This is an optimization exercise on Yosys and OpenROAD, whose aim is a short achievable clock period and few clock cycles, not a production implementation.
In this exercise RTL edits were held to simulation tests only and were not proved equivalent to the original.
Power figures rest on the tool's default switching activity, not on a simulated workload.

$ cat flow/config.mk
export PLATFORM = sky130hd
export DESIGN_NAME = maze
export DESIGN_NICKNAME = maze
export VERILOG_FILES = /design/flow/design.v
export SDC_FILE = /design/flow/constraint.sdc
export NUM_CORES = 4
export LEC_CHECK = 0
export CAP_MARGIN = 20
export CORE_MARGIN = 2
export CORE_UTILIZATION = 40
export SETUP_SLACK_MARGIN = 0.2
export SLEW_MARGIN = 20
$ cat flow/constraint.sdc
create_clock -name core_clock -period 5.5 [get_ports {clk}]
set_input_delay 1.1000 -clock core_clock [delete_from_list [all_inputs] [get_ports {clk}]]
set_output_delay 1.1000 -clock core_clock [all_outputs]
set_load 0.01 [all_outputs]
$ cat flow/design.v
`timescale 1ns / 1ps
module maze(
    input clk,
    input rst,
    input [5:0] starting_col, starting_row,
    input maze_in,
    output reg [5:0] row, col,
    output reg maze_oe,
    output reg maze_we,
    output reg done
);
reg [1:0] dir;  
reg [5:0] x, y;  
reg [5:0] prev_x, prev_y;  
reg [4:0] state;  
reg init_flag;  
reg [1:0] dir_n;
reg [5:0] x_n, y_n;
reg [5:0] prev_x_n, prev_y_n;
reg [4:0] next_state;
reg init_flag_n;
reg wall_flag;  
task is_wall_front; begin
    maze_oe = 1'b1;
    case(dir_n)
        0: begin
            row = y_n - 1;
            col = x_n;
        end
        1: begin
            row = y_n;
            col = x_n + 1;
        end
        2: begin
            row = y_n + 1;
            col = x_n;
        end
        3: begin
            row = y_n;
            col = x_n - 1;
        end
    endcase
end endtask
task is_wall_right; begin
    maze_oe = 1'b1;
    case(dir_n)
        0: begin
            row = y_n;
            col = x_n + 1;
        end
        1: begin
            row = y_n + 1;
            col = x_n;
        end
        2: begin
            row = y_n;
            col = x_n - 1;
        end
        3: begin
            row = y_n - 1;
            col = x_n;
        end
    endcase
end endtask
task is_wall_left; begin
    maze_oe = 1'b1;
    case(dir_n)
        0: begin
            row = y_n;
            col = x_n - 1;
        end
        1: begin
            row = y_n - 1;
            col = x_n;
        end
        2: begin
            row = y_n;
            col = x_n + 1;
        end
        3: begin
            row = y_n + 1;
            col = x_n;
        end
    endcase
end endtask
task check_wall; begin
    wall_flag = maze_in;
    maze_oe = 1'b0;
end endtask
task turn_right; begin
    if(dir_n == 3) begin
        dir_n = 0;
    end else begin
        dir_n = dir_n + 1;
    end
end endtask
task turn_left; begin
    if(dir_n == 0) begin
        dir_n = 3;
    end else begin
        dir_n = dir_n - 1;
    end
end endtask
task turn_arround; begin
    turn_right;
    turn_right;
end endtask
task mark_path; begin
    row = y_n;
    col = x_n;
    maze_we = 1'b1;
end endtask
task move_forward; begin
    mark_path;
    prev_x_n = x_n;
    prev_y_n = y_n;
    case(dir_n)
        0: begin
            y_n = y_n - 1;
        end
        1: begin
            x_n = x_n + 1;
        end
        2: begin
            y_n = y_n + 1;
        end
        3: begin
            x_n = x_n - 1;
        end
    endcase
end endtask
task check_end; begin
    if(x_n == 6'd0 || x_n == 6'd63 || y_n == 6'd0 || y_n == 6'd63) begin
        mark_path;
        next_state = 4;
    end else begin
        next_state = 0;
    end
end endtask
always @(posedge clk) begin
    if (rst) begin
        state <= 0;
        init_flag <= 1'b0;
        dir <= 0;
    end else begin
        state <= next_state;
        init_flag <= init_flag_n;
        dir <= dir_n;
        x <= x_n;
        y <= y_n;
        prev_x <= prev_x_n;
        prev_y <= prev_y_n;
    end
end
always @(*) begin
    dir_n = dir;
    x_n = x;
    y_n = y;
    prev_x_n = prev_x;
    prev_y_n = prev_y;
    init_flag_n = init_flag;
    next_state = state;
    row = y;
    col = x;
    done = 1'b0;
    maze_we = 1'b0;  
    check_wall;  
    case(state)
        0: begin
            if(init_flag == 1'b0) begin
                init_flag_n = 1'b1;
                x_n = starting_col;
                y_n = starting_row;
            end
            is_wall_right;
            next_state = 1;
        end
        1: begin
            if(wall_flag == 1'b1) begin
                is_wall_front;
                next_state = 2;
            end else begin
                turn_right;
                move_forward;
                check_end;
            end
        end
        2: begin
            if(wall_flag == 1'b1) begin
                is_wall_left;
                next_state = 3;
            end else begin
                move_forward;
                check_end;
            end
        end
        3: begin
            if(wall_flag == 1'b1) begin
                turn_arround;
                move_forward;
                check_end;
            end else begin
                turn_left;
                move_forward;
                check_end;
            end
        end
        4: begin
            row = prev_y;
            col = prev_x;
            maze_we = 1'b1;
            done = 1'b1;
        end
    endcase
end
endmodule
$ cat flow/run.sh
#!/bin/bash
# synth_recipe.tcl (not shown) runs the flow's synth.tcl, then flattens the netlist and writes it again
# the make line also repeats each setting of config.mk as NAME=value (left out here)
make -C /OpenROAD-flow-scripts/flow DESIGN_CONFIG=/design/flow/config.mk WORK_HOME=/design/flow/orfs CLKGATE_MAP_FILE= SYNTH_SCRIPT=/design/flow/synth_recipe.tcl finish
==> results of run 1 <==
[metrics by stage]
stage / hold WS, ns / power, uW / cells / utilization [%]
finish: 0.579 / 2170 / 970 / 49.8
CTS: 0.577 / 2050 / 958 / 47.8
detailed placement: 0.569 / 1750 / 949 / 45.9
global route: 0.600 / 2290 / 970 / 49.8
global placement: 0.545 / 1740 / 949 / 45.9
floorplan: 0.421 / 1250 / 753 / -
[final cells by class]
class	count	area, um^2	area share [%]
timing repair buffer	104	891	13.6
clock buffer	7	133	2.02
multi-input combinational	623	4370	66.5
sequential	30	842	12.8
tap	176	220	3.35
inverter	29	109	1.66
clock inverter	1	3.75	0.0572
[report_power, final]
group	switching, uW	leakage [uW]	internal [uW]
Sequential	42.4	0.000274	291
Clock	96.5	0.0000655	166
Combinational	919	0.00211	653
Total	1060	0.00245	1110
[how the worst min path moves through the flow]
stage | end | depth (start not counted) | startpoint | slack, ns
2_1_floorplan | prev_y[2] | 0 | y[2] | 0.42
3_3_place_gp | dir[0] | 2 | dir[0] | 0.54
3_5_place_dp | dir[0] | 2 | dir[0] | 0.57
4_1_cts | dir[0] | 2 | dir[0] | 0.58
5_1_grt | dir[1] | 2 | dir[1] | 0.60
6_report | dir[1] | 2 | dir[1] | 0.58
[logic make-up after synthesis]
family | Yosys count | synth area share [%]
fa+ha+maj | 20 | 4.94
xor+xnor | 35 | 5.85
buf+inv | 100 | 7.69
compound gates | 287 | 34.3
simple gates | 220 | 19.9
mux | 61 | 11.7
flops | 30 | 15.7
[synthesized netlist by cell type (9+ instances only)]
cell and number:
inv_1 25, nand2_1 57, buf_1 11, clkbuf_1 42, xor2_1 9, xnor2_1 25
nand3_1 22, ha_1 18, mux2_2 10, o22ai_1 10, mux2i_1 50, a221oi_1 14
nor2_1 64, o21ai_0 62, a21oi_1 96, or3_1 12, edfxtp_1 24, buf_2 15
a22oi_1 18, nor3_1 13
[per-layer routing]
layer	wire length [um]	vias up	GRT usage, %
li1	-	2891	-
met1	9700	3014	44.5
met2	9920	422	46.5
met3	2280	48	4.13
met4	397	0	7.72
met5	0	-	0
[registers in the layout, summed over array words and instances (netlist names)]
register / flops
prev_x: 6
x: 6
state: 3
y: 6
dir: 2
init_flag: 1
prev_y: 6
[critical path, stage by stage, from the launching register on]
cell	delay, ns
dfxtp_1	0.36
inv_2	0.12
ha_1	0.22
buf_6	0.19
clkinv_1	0.12
or3_1	0.44
a32oi_4	0.34
buf_4	0.18
nor4_2	0.04
mux2i_1	0.20
nand2_1	0.15
buf_8	0.19
mux2_2	0.31
o21ai_0	0.15
o21ai_0	0.12
o32a_1	0.32
clkdlybuf4s50_1	0.47
[repair_timing]
| item | in CTS | in global routing |
|---|---|---|
| setup buffers | 1 | 12 |
| gates resized for setup | 19 | 42 |
| pin swaps | 2 | 5 |
| setup endpoints to repair | 11 | 12 |
==> metrics.md, run 1 <==
| Metric | Value |
|---|---|
| Status | no timing/DRC/antenna violations |
| Fmax | 188 MHz |
| P per Cell Area | 330 mW/mm^2 |
| Post-route cell area | between 0.006 and 0.007 mm^2 |
| Minimum clock period | 5.32 ns |
| FFs w/ async S/R, synth | 0% |
| Buffers added on ports | 29 |
| FF-to-FF End | state[2] |
| Root Buffer | clkbuf_16 |
| Tightest Pin Transition | 0.792 ns |
| Share of cells above drive strength 1 | 18.9% |
| Core Footprint | roughly 0.013 mm^2 |
| CTS tree | done |
| FF-to-FF path depth | 12 |
| CTS Sinks | 30 |
| Crit Path Max Fanout | 14 |
| Most common cell after layout, fill and taps aside | a21oi_1 |
| Die width | 120 um |
| Gr ovfl total | 0 |
| Drt pass-1 iters | 6 |
| Lkg Pwr | 0.00245 uW |
| Cell Area, Synth | roughly 0.0054 mm^2 |
| First-pass GRT wire length | between 30 and 40 mm |
| Vias in the first global route | about 5800 |
| Number of nets in the layout | between 800 and 900 |
| Sequential share of the synthesized area | 15.7% |
| Kind of critical path | register to output port |
| Fin worst setup slack | 0.182 ns |
| R2R setup slack | between 2 and 2.5 ns |
| Syn Area/Cell | between 7 and 8 um^2 |
| Initial antenna violation count | 0 |
| Syn_nets | 788 |
| Hold bufs inserted after CTS | 0 |
| Drt drc | 0 |
| Max Cap Viol | 0 |
| Cells after synthesis | between 700 and 800 |
| Routability congestion estimate from global placement | roughly 0.99 |
| Setup Viol. Count Final | 0 |
| Routed WL | 22.3 mm |
| IO Count | 30 |
| Final hold vios | 0 |
| First DRT Iteration DRCs | 878 |
| HPWL after detailed placement | around 16 mm |
| N_diodes | 0 |
| Die ar. | 0.0144 mm^2 |
| P&R area growth vs syn | 22.3% |
| Worst vdd ir | 229 uV |
| Starting Density | 40.7% |
| Crit Reg-Reg Startpoint | x[3] |
| Crit. End Element | output port |
| Worst Setup EP | col[2] |
| Area share of the largest cell type after synthesis | 13.4% |
| RSZ-0062 raised after global routing | true |
| Routed Antenna Nets | 0 |
| Clk_skew | 0.0124 ns |
| Fillcell total | 1283 |
| DP Area | between 0.006 and 0.007 mm^2 |
| # rows | 42 |
| Ys flop type | edfxtp_1 |
| HP Class | register to register |
| WL per Instance | ~23 um |
| Vias per Instance | 6.57 |
| CP required | 4.40 ns |
| Detailed-route via count | ~6400 |
| Setup TNS | 0 ns |
| CTS Buf Count | 5 |
| Worst setup SP type | register |
| Setup Slack @ Placement | roughly 0.11 ns |
| Worst-path clk slew | around 0.05 ns |
| Largest net degree at the start of global routing | 36 |
| Commonest non-fill, non-tap cells in the layout | 92 x a21oi_1, 70 x buf_4, 64 x nor2_1, 59 x o21ai_0, 56 x nand2_1 |
| Slew headroom | between 40% and 50% |
| Crit path from | dir[0] |
| Chip height | 120 um |
| Leading post-synthesis cells by cell area | edfxtp_1 13%, mux2i_1 9.3%, a21oi_1 8.9%, o21ai_0 5.8%, nor2_1 4.5% |
| Register bit count reported by yosys | 30 |
| H-Tree Depth | 2 |
| Final worst-path cycle share | between 90 and 100% |
| Arrival @ worst endpoint | 4.22 ns |
| Max-slew violation count | 0 |
| Number of distinct library cells after synthesis | 70 |
| Post-synth EDFFs | 24 |
| Yosys top cell by area | edfxtp_1 |
| Synth Warn # | 1 |
| Gr usage total | 30.3% |
| Clock Latency Late Sink | 0.28 ns |
| Clk buf depth | 2 |
Testbench counts, summed over its fixed seeds: cycles 267,051.
==> run 2, diff against run 1 <==
==> flow/design.v (replaced) <==
`timescale 1ns / 1ps
module maze(
    input clk,
    input rst,
    input [5:0] starting_col, starting_row,
    input maze_in,
    output reg [5:0] row, col,
    output reg maze_oe,
    output reg maze_we,
    output reg done
);
localparam UP = 2'd0, RIGHT = 2'd1, DOWN = 2'd2, LEFT = 2'd3;
localparam RD_R   = 3'd0;  
localparam RD_F   = 3'd1;  
localparam WAIT_R = 3'd2;  
localparam RD_F2  = 3'd3;  
localparam WAIT_F = 3'd4;  
localparam RD_L   = 3'd5;  
localparam WAIT_L = 3'd6;  
localparam FIN    = 3'd7;  
localparam QN = 8;
reg [2:0] ph;
reg [5:0] x, y;
reg [1:0] d;
reg [5:0] qx [0:QN-1];
reg [5:0] qy [0:QN-1];
reg [3:0] qc;
wire [5:0] xp = x + 6'd1, xm = x - 6'd1, yp = y + 6'd1, ym = y - 6'd1;
function [11:0] nb; input [1:0] k; begin
    case (k)
        UP:    nb = {ym, x};
        RIGHT: nb = {y, xp};
        DOWN:  nb = {yp, x};
        default: nb = {y, xm};
    endcase
end endfunction
function [11:0] dg; input [1:0] k1; input [1:0] k2; reg [5:0] ny, nx; begin
    ny = (k1 == UP || k2 == UP) ? ym : yp;
    nx = (k1 == RIGHT || k2 == RIGHT) ? xp : xm;
    dg = {ny, nx};
end endfunction
function edge_at; input [1:0] k; begin
    case (k)
        UP:    edge_at = (y == 6'd1);
        RIGHT: edge_at = (x == 6'd62);
        DOWN:  edge_at = (y == 6'd62);
        default: edge_at = (x == 6'd1);
    endcase
end endfunction
wire [1:0] dr = d + 2'd1, db = d + 2'd2, dl = d + 2'd3;
reg        mv;
reg [1:0]  md;
reg        push, pop;
reg [2:0]  ph_n;
reg        oe_n, we_n, done_n;
reg [11:0] addr_n;
wire qempty = (qc == 4'd0);
wire [11:0] head = {qy[0], qx[0]};
always @(*) begin
    mv = 1'b0; md = d; push = 1'b0; pop = 1'b0;
    ph_n = ph; oe_n = 1'b0; we_n = 1'b0; done_n = done; addr_n = head;
    case (ph)
        RD_R: begin
            if (qc == QN) begin
                pop = 1'b1; we_n = 1'b1; ph_n = WAIT_R;
            end else begin
                oe_n = 1'b1; addr_n = nb(d); ph_n = RD_F;
            end
        end
        RD_F: begin
            if (!maze_in) begin
                mv = 1'b1; md = dr;
            end else begin
                pop = !qempty; we_n = !qempty; ph_n = WAIT_F;
            end
        end
        WAIT_R: begin
            if (!maze_in) begin
                mv = 1'b1; md = dr;
            end else begin
                oe_n = 1'b1; addr_n = nb(d); ph_n = RD_F2;
            end
        end
        RD_F2: begin
            pop = !qempty; we_n = !qempty; ph_n = WAIT_F;
        end
        WAIT_F: begin
            if (!maze_in) begin
                mv = 1'b1; md = d;
            end else begin
                oe_n = 1'b1; addr_n = nb(dl); ph_n = RD_L;
            end
        end
        RD_L: begin
            pop = !qempty; we_n = !qempty; ph_n = WAIT_L;
        end
        WAIT_L: begin
            mv = 1'b1; md = maze_in ? db : dl;
        end
        default: begin  
            if (!qempty) begin
                pop = 1'b1; we_n = 1'b1;
                if (qc == 4'd1) done_n = 1'b1;
            end
        end
    endcase
    if (mv) begin
        push = 1'b1;
        if (edge_at(md)) begin
            ph_n = FIN;
        end else begin
            oe_n = 1'b1; addr_n = dg(md, md + 2'd1); ph_n = RD_R;
        end
    end
end
wire [11:0] newpos = nb(md);
integer i;
always @(posedge clk) begin
    if (rst) begin
        ph <= RD_R;
        x <= starting_col;
        y <= starting_row;
        d <= UP;
        qc <= 4'd1;
        qx[0] <= starting_col;
        qy[0] <= starting_row;
        row <= starting_row;
        col <= starting_col + 6'd1;
        maze_oe <= 1'b1;
        maze_we <= 1'b0;
        done <= 1'b0;
    end else begin
        ph <= ph_n;
        if (mv) begin
            d <= md;
            x <= newpos[5:0];
            y <= newpos[11:6];
        end
        for (i = 0; i < QN; i = i + 1) begin
            if (push && (i == qc - pop)) begin
                qx[i] <= newpos[5:0];
                qy[i] <= newpos[11:6];
            end else if (pop) begin
                if (i < QN - 1) begin
                    qx[i] <= qx[i+1];
                    qy[i] <= qy[i+1];
                end
            end
        end
        qc <= qc + push - pop;
        row <= addr_n[11:6];
        col <= addr_n[5:0];
        maze_oe <= oe_n;
        maze_we <= we_n;
        done <= done_n;
    end
end
endmodule
--- a/flow/config.mk
+++ b/flow/config.mk
@@ -7,2 +7,3 @@
 export LEC_CHECK = 0
+export ABC_CLOCK_PERIOD_IN_PS = 2000
 export CAP_MARGIN = 20
@@ -10,3 +11,3 @@
 export CORE_UTILIZATION = 40
-export SETUP_SLACK_MARGIN = 0.2
+export SETUP_SLACK_MARGIN = 3.4
 export SLEW_MARGIN = 20
==> run 2 against run 1 <==
Effect of this change:
- still clean
- non-clock buffer count up 51
- critical path type is now input port to register
- highest routed layer unchanged
- fmax increased by 71%
- sequential share of layout area grew 20 points
- clock skew shrank 0.0025 ns
==> metrics.md, run 2 <==
| Metric | Value |
|---|---|
| Status | no timing/DRC/antenna violations |
| Largest delay share family, worst path | buffers and inverters |
| Slew headroom | 44.7% (-2.3 points) |
| FFs w/ async S/R, synth | 0% (unchanged) |
| Die width | 144 um (+20%) |
| Final hold vios | 0 (unchanged) |
| Most common cell after layout, fill and taps aside | edfxtp_1 |
| Detailed-route via count | 6599 (+3.5%) |
| Max-slew violation count | 0 (unchanged) |
| Gr ovfl total | 0 (unchanged) |
| WL per Instance | 22.4 um (-2.4%) |
| Hold bufs inserted after CTS | 0 (unchanged) |
| Gr usage total | 24.3% (-6.0 points) |
| Worst vdd ir | 366 uV (+60%) |
| Tightest Pin Transition | 0.829 ns (+0.0370 ns) |
| CP required | 5.67 ns (+1.27 ns) |
| HPWL after detailed placement | 14.0 mm (-14%) |
| Final worst-path cycle share | 56.6% (-40 points) |
| Routed Antenna Nets | 0 (unchanged) |
| Post-route cell area | 0.0116 mm^2 (+76%) |
| Ys flop type | edfxtp_1 |
| Clk buf depth | 2 (unchanged) |
| Register bit count reported by yosys | 132 (+340%) |
| CTS tree | done |
| Cells after synthesis | 724 (-3.9%) |
| Clock Latency Late Sink | 0.42 ns (+0.14 ns) |
| Yosys top cell by area | edfxtp_1 |
| Drt drc | 0 (unchanged) |
| First-pass GRT wire length | 37.5 mm (+11%) |
| Syn Area/Cell | 10.8 um^2 (+52%) |
| Routability congestion estimate from global placement | 0.881 (-11%) |
| Kind of critical path | input port to register |
| Commonest non-fill, non-tap cells in the layout | 108 x edfxtp_1, 64 x buf_4, 44 x mux2_4, 37 x buf_6, 34 x nor2_1 |
| CTS Sinks | 132 (+340%) |
| Slowest cell on crit path | mux2_2 |
| Drt pass-1 iters | 5 (-1) |
| Crit-path cells | buf_12, buf_4, buf_6, a21oi_4, xnor2_4, inv_2, ha_4, buf_4, buf_12, o21ai_4, o221ai_4, mux2_2 |
| Initial antenna violation count | 0 (unchanged) |
| Leading post-synthesis cells by cell area | edfxtp_1 41%, mux2_2 9.5%, dfxtp_1 6.1%, ha_1 4.3%, o21ai_0 3.6% |
| Crit Path Max Fanout | 14 (unchanged) |
| CTS Buf Count | 17 (+12) |
| Fin worst setup slack | 2.39 ns (+2.20 ns) |
| Largest net degree at the start of global routing | 41 (+14%) |
| Max Cap Viol | 0 (unchanged) |
| Routed WL | 25.3 mm (+13%) |
| Area share of the largest cell type after synthesis | 41.3% (+28 points) |
| Fmax | 321 MHz (+71%) |
| Setup Slack @ Placement | 0.750 ns (+0.639 ns) |
| Post-Route Utilization | 59.9% (+10 points) |
| P&R area growth vs syn | 47.6% |
| Vias per Instance | 5.86 (-11%) |
| H-Tree Depth | 4 (+2) |
| Vias in the first global route | 6603 (+14%) |
| WP buf/inv | 6 (unchanged) |
| Core Footprint | 0.0193 mm^2 (+47%) |
| Setup TNS | 0 ns (unchanged) |
| Root Buffer | clkbuf_16 |
| Setup Viol. Count Final | 0 (unchanged) |
| Die ar. | 0.0207 mm^2 (+44%) |
| Chip height | 144 um (+20%) |
| Share of cells above drive strength 1 | 46.9% (+28 points) |
| First DRT Iteration DRCs | 644 (-27%) |
| Syn_nets | 767 (-2.7%) |
| Lkg Pwr | 0.00415 uW (+69%) |
| CP peak stage delay | 0.32 ns (-0.15 ns) |
| IO Count | 30 (unchanged) |
| Arrival @ worst endpoint | 3.28 ns (-0.94 ns) |
| Synth top cells by count | 108 x edfxtp_1, 66 x mux2_2, 56 x o21ai_0, 44 x nand2_1 |
| Sequential share of the synthesized area | 47.5% (+32 points) |
| Top Registers | qx: 48 flops, qy: 48 flops |
| Most instantiated library cell after synthesis | edfxtp_1 |
| RSZ-0062 raised after global routing | true |
| # rows | 51 (+21%) |
| Worst-path clk slew | 0.06 ns (about the same) |
| Cell Area, Synth | 0.00785 mm^2 (+46%) |
| P per Cell Area | 692 mW/mm^2 (+110%) |
| HP Class | register to register |
| Minimum clock period | 3.11 ns (-2.20 ns) |
| Buffers added on ports | 29 (unchanged) |
| Synth Warn # | 3 (+2) |
| N_diodes | 0 (unchanged) |
| Crit. End Element | register |
| Post-synth EDFFs | 108 (+350%) |
| Number of nets in the layout | 892 (+7.7%) |
| Number of distinct library cells after synthesis | 73 (+4.3%) |
| Worst setup SP type | input port |
| DP Area | 0.00866 mm^2 (+43%) |
| Starting Density | 40.6% (-0.13 points) |
| Clk_skew | 0.00982 ns (-0.00254 ns) |
==> run 2: report_power, final <==
group | leakage, uW | total, uW | switching, uW | internal [uW]
clock network | 0.000297 | 1200 | 440 | 758
registers | 0.00121 | 1730 | 293 | 1440
logic | 0.00264 | 5080 | 2780 | 2310
total | 0.00415 | 8010 | 3510 | 4500
==> run 2: final cells by class <==
cell class	instances	area, um^2
clock inverter	13	180
timing repair buffer	155	1660
multi-input combinational	509	5070
fill	1407	7760
clock buffer	19	433
tap	265	332
sequential	132	3750
inverter	34	153
==> run 2: path summary, 6_finish.rpt <==
kind,start,to,slack [ns],cells past startpoint
setup / recovery,maze_in,y[5],2.39,12
hold / removal,done,done,0.47,2
setup reg to reg,d[1],qy[3][3],2.48,15
hold reg to reg,done,done,0.47,2
==> run 2: logic make-up after synthesis <==
family          count (synthesis)  synth area share (%)
compound gates                190                  16.1
xor+xnor                       28                  3.84
fa+ha+maj                      28                  4.56
buf+inv                        92                  5.04
flops                         132                  47.5
mux                            86                  12.0
simple gates                  168                  10.9
==> run 2: through the flow <==
stage	hold slack, ns	power [uW]	instances
6_report	0.465	8010	1127
5_1_grt	0.515	8340	1127
4_1_cts	0.489	7420	1098
3_5_place_dp	0.474	4620	968
3_3_place_gp	0.474	4570	968
2_1_floorplan	0.496	3790	724
==> run 2: timing repair <==
action / 4_1_cts / 5_1_grt
setup buffers: 84 / 28
resized for setup: 239 / 67
setup endpoints to repair: 254 / 239
pin swaps: 50 / 33
gates cloned: 14 / 1
==> run 2: worst min-delay path: cells and delay by family, from the launching register on <==
kind / cells / cell delay, ns
flops: 1 / 0.32
compound gates: 1 / 0.04
simple gates: 1 / 0.07
==> run 2: layer usage <==
| layer | track usage [%] | vias to the layer above | share of wire, % |
|---|---|---|---|
| li1 | - | 2989 | - |
| met1 | 30.6 | 3252 | 41 |
| met2 | 39.8 | 292 | 49 |
| met3 | 5.66 | 66 | 6.9 |
| met4 | 10.9 | 0 | 3.5 |
| met5 | 0 | - | 0 |
Testbench counts of run 2, summed over its fixed seeds: cycles 282,602.
==> run 3, diff against run 2 <==
--- a/flow/config.mk
+++ b/flow/config.mk
@@ -7,3 +7,2 @@
 export LEC_CHECK = 0
-export ABC_CLOCK_PERIOD_IN_PS = 2000
 export CAP_MARGIN = 20
@@ -11,3 +10,3 @@
 export CORE_UTILIZATION = 40
-export SETUP_SLACK_MARGIN = 3.4
+export SETUP_SLACK_MARGIN = 0.2
 export SLEW_MARGIN = 20
==> run 3 against run 2 <==
Effect of this change:
- critical path type unchanged
- worst setup slack worse by 1.7 ns
- global-route usage fell by 4.9 points
- largest power group unchanged
- hold slack improved by 0.017 ns
- cell count is 11% lower
- core utilization is 14 points lower
- still clean
- clock skew about the same
==> metrics.md, run 3 <==
| Metric | Value |
|---|---|
| Fin worst setup slack | 0.708 ns (-1.68 ns) |
| Synth top cells by count | 108 x edfxtp_1, 66 x mux2_2, 56 x o21ai_0, 44 x nand2_1 |
| Largest net degree at the start of global routing | 48 (+17%) |
| Routability congestion estimate from global placement | 0.907 (+2.9%) |
| Top Registers | qx: 48 flops, qy: 48 flops |
| Number of nets in the layout | 770 (-14%) |
| Yosys top cell by area | edfxtp_1 |
| Post-synth EDFFs | 108 (unchanged) |
| R2R setup slack | 1.00 ns (-1.48 ns) |
| CP required | 5.76 ns (+0.09 ns) |
| CTS tree | done |
| First DRT Iteration DRCs | 470 (-27%) |
| CTS Buf Count | 17 (unchanged) |
| Minimum clock period | 4.79 ns (+1.68 ns) |
| Die width | 144 um (unchanged) |
| Commonest non-fill, non-tap cells in the layout | 108 x edfxtp_1, 66 x mux2_2, 56 x o21ai_0, 44 x nand2_1 |
| Initial antenna violation count | 0 (unchanged) |
| First-pass GRT wire length | 30.8 mm (-18%) |
| Final worst-path cycle share | 87.1% (+31 points) |
| Core Footprint | 0.0193 mm^2 (unchanged) |
| Setup TNS | 0 ns (unchanged) |
| N_diodes | 0 (unchanged) |
| Placed Cells incl. Taps | 973 (+0.52%) |
| Detailed-route via count | 5740 (-13%) |
| # rows | 51 (unchanged) |
| Leading post-synthesis cells by cell area | edfxtp_1 41%, mux2_2 9.5%, dfxtp_1 6.1%, ha_1 4.3%, o21ai_0 3.6% |
| Crit path from | maze_in |
| Crit. End Element | register |
| Fmax | 209 MHz (-35%) |
| Chip height | 144 um (unchanged) |
| RSZ-0062 raised after global routing | false |
| Slew headroom | 37.8% (-6.9 points) |
| Setup Viol. Count Final | 0 (unchanged) |
| P per Cell Area | 610 mW/mm^2 (-12%) |
| Setup Slack @ Placement | 0.307 ns (-0.443 ns) |
| Starting Density | 40.6% (unchanged) |
| Syn_nets | 767 (unchanged) |
| HPWL after detailed placement | 13.6 mm (-3.5%) |
| Cells after synthesis | 724 (unchanged) |
| Clk buf depth | 2 (unchanged) |
| Hold bufs inserted after CTS | 0 (unchanged) |
| Root Buffer | clkbuf_16 |
| Worst hold path depth | 2 (unchanged) |
| Vias per Instance | 5.72 (-2.4%) |
| Number of distinct library cells after synthesis | 73 (unchanged) |
| FF-to-FF path depth | 14 (-1) |
| Worst vdd ir | 247 uV (-32%) |
| Worst setup SP type | input port |
| Lkg Pwr | 0.00305 uW (-26%) |
| Routed WL | 19.2 mm (-24%) |
| WL per Instance | 19.1 um (-15%) |
| Synth Warn # | 3 (unchanged) |
| Share of cells above drive strength 1 | 18.3% (-29 points) |
| FFs w/ async S/R, synth | 0% (unchanged) |
| Arrival @ worst endpoint | 5.05 ns (+1.77 ns) |
| PostCTS Resize Cnt | 0 (-100%) |
| Worst-path clk slew | 0.06 ns (about the same) |
| Cell Count, Final, Fillers Out | 1004 (-11%) |
| Final hold vios | 0 (unchanged) |
| HP Class | register to register |
| H-Tree Depth | 4 (unchanged) |
| Crit Path Max Fanout | 17 (+3) |
| Most instantiated library cell after synthesis | edfxtp_1 |
| Sequential share of the synthesized area | 47.5% (unchanged) |
| Tightest Pin Transition | 0.933 ns (+0.104 ns) |
| Area share of the largest cell type after synthesis | 41.3% (unchanged) |
| P&R area growth vs syn | 12.8% |
| Syn Area/Cell | 10.8 um^2 (unchanged) |
| Vias in the first global route | 5720 (-13%) |
| Die ar. | 0.0207 mm^2 (unchanged) |
| Clock Latency Late Sink | 0.41 ns (about the same) |
| Kind of critical path | input port to register |
| Drt drc | 0 (unchanged) |
| Drt pass-1 iters | 5 (unchanged) |
| Most common cell after layout, fill and taps aside | edfxtp_1 |
| FF-to-FF End | row[0] |
| Buffers added on ports | 29 (unchanged) |
| Routed Antenna Nets | 0 (unchanged) |
| Postcts setup bufs | 0 (-100%) |
| Gr usage total | 19.4% (-4.9 points) |
| Gr ovfl total | 0 (unchanged) |
| Status | no timing/DRC/antenna violations |
| IO Count | 30 (unchanged) |
| Clk_skew | 0.0100 ns (+0.000204 ns) |
| Crit Reg-Reg Startpoint | d[0] |
| CTS Sinks | 132 (unchanged) |
| WHS Endpoint | done |
| Cell Area, Synth | 0.00785 mm^2 (unchanged) |
| Max-slew violation count | 0 (unchanged) |
| Max Cap Viol | 0 (unchanged) |
| Min-Delay Startpoint | done |
| Post-Route Utilization | 45.8% (-14 points) |
| Register bit count reported by yosys | 132 (unchanged) |
| Ys flop type | edfxtp_1 |
==> run 3: cell counts after synthesis <==
No cell type changed its count.
==> run 3: area by class of cell <==
class,count,area (um^2)
clock buffers,20,437
clock inverters,11,113
fillers,1779,10500
inverters,34,128
multi-input cells,500,3730
flip-flops and latches,132,3720
well taps,265,332
repair buffers,42,383
==> run 3: cells by family (layout without fill, tap and decap cells) <==
logic type | Yosys count | after routing | synth area share, %
AND/OR/NAND/NOR | 168 | 168 | 10.9
buffers and inverters | 92 | 107 | 5.04
adder cells (fa/ha/maj) | 28 | 28 | 4.56
multiplexers | 86 | 86 | 12.0
XOR/XNOR | 28 | 28 | 3.84
AO/OA/AOI/OAI | 190 | 190 | 16.1
flip-flops | 132 | 132 | 47.5
==> run 3: worst max-delay path by stage <==
stage / to / slack, ns
detailed placement: row[0] / 0.31
CTS: row[0] / 0.76
global route: row[0] / 0.46
floorplan: qx[3][0] / 1.10
global placement: row[0] / 0.36
finish: row[0] / 0.71
==> run 3: through the flow <==
stage / power, uW / instance area (um^2) / hold WS [ns]
3_3_place_gp: 4230 / 8300 / 0.478
3_5_place_dp: 4290 / 8300 / 0.472
4_1_cts: 5380 / 8850 / 0.485
5_1_grt: 5750 / 8850 / 0.515
2_1_floorplan: 3490 / 7850 / 0.496
6_report: 5400 / 8850 / 0.482
==> run 3: metal layers <==
metal  vias up  part of all wire (%)  GRT usage, %  wire length [um]
li1       2700                     -             -                 -
met1      2800                    44          25.6              8460
met2       206                    48          31.7              9250
met3        34                   5.6          3.41              1070
met4         0                   2.1          7.84               403
met5         -                     0             0                 0
==> run 3: power by group <==
group          internal, uW  switching [uW]
combinational           988            1660
clock                   658             416
sequential             1430             252
total                  3070            2320
==> run 3: critical path, cell delays in order <==
cell and delay [ns]:
clkdlybuf4s50_1 0.72, nor2_1 0.13, a32oi_1 0.21, nor2_1 0.05, a21oi_1 0.13, nand3_1 0.25
inv_1 0.16, ha_1 0.27, buf_4 0.26, nand2_1 0.07, nor4b_1 0.51, a31oi_1 0.17
and3_1 0.43, a2111oi_0 0.44, o31ai_1 0.14

[re-timing with driven ports]
No port has a modelled driver above. Below, the same layouts with a new extraction and two added sets of constraints. Step 1: set_driving_cell puts a clkbuf_16 on clk and a buf_2 on each other input, an assumption about the parent block. Step 2 adds t to the input delays and takes it off the output delays; t is the mean of the earliest and latest rising clock arrival at the registers after step 1. Input paths then give back, and output paths get back, about the clock's delay inside the block. Slacks: ideal ports / drivers / drivers and shift; pairs: ideal ports / drivers.
run | t (ns) | slack for setup (ns) | worst setup path after step 2 | slew at the worst register clock pin (ns)
run 1 | 0.306 | 0.182 / 0.150 / 0.298 | input to output | 0.06 / 0.06
run 2 | 0.458 | 2.386 / 2.380 / 1.922 | input to register | 0.06 / 0.06
run 3 | 0.453 | 0.708 / 0.724 / 0.271 | input to register | 0.06 / 0.06
After both steps setup and hold are still met in every run listed. For run 2, which loses most, drivers alone change the setup slack by -0.006 ns; drivers and shift together by -0.464 ns.
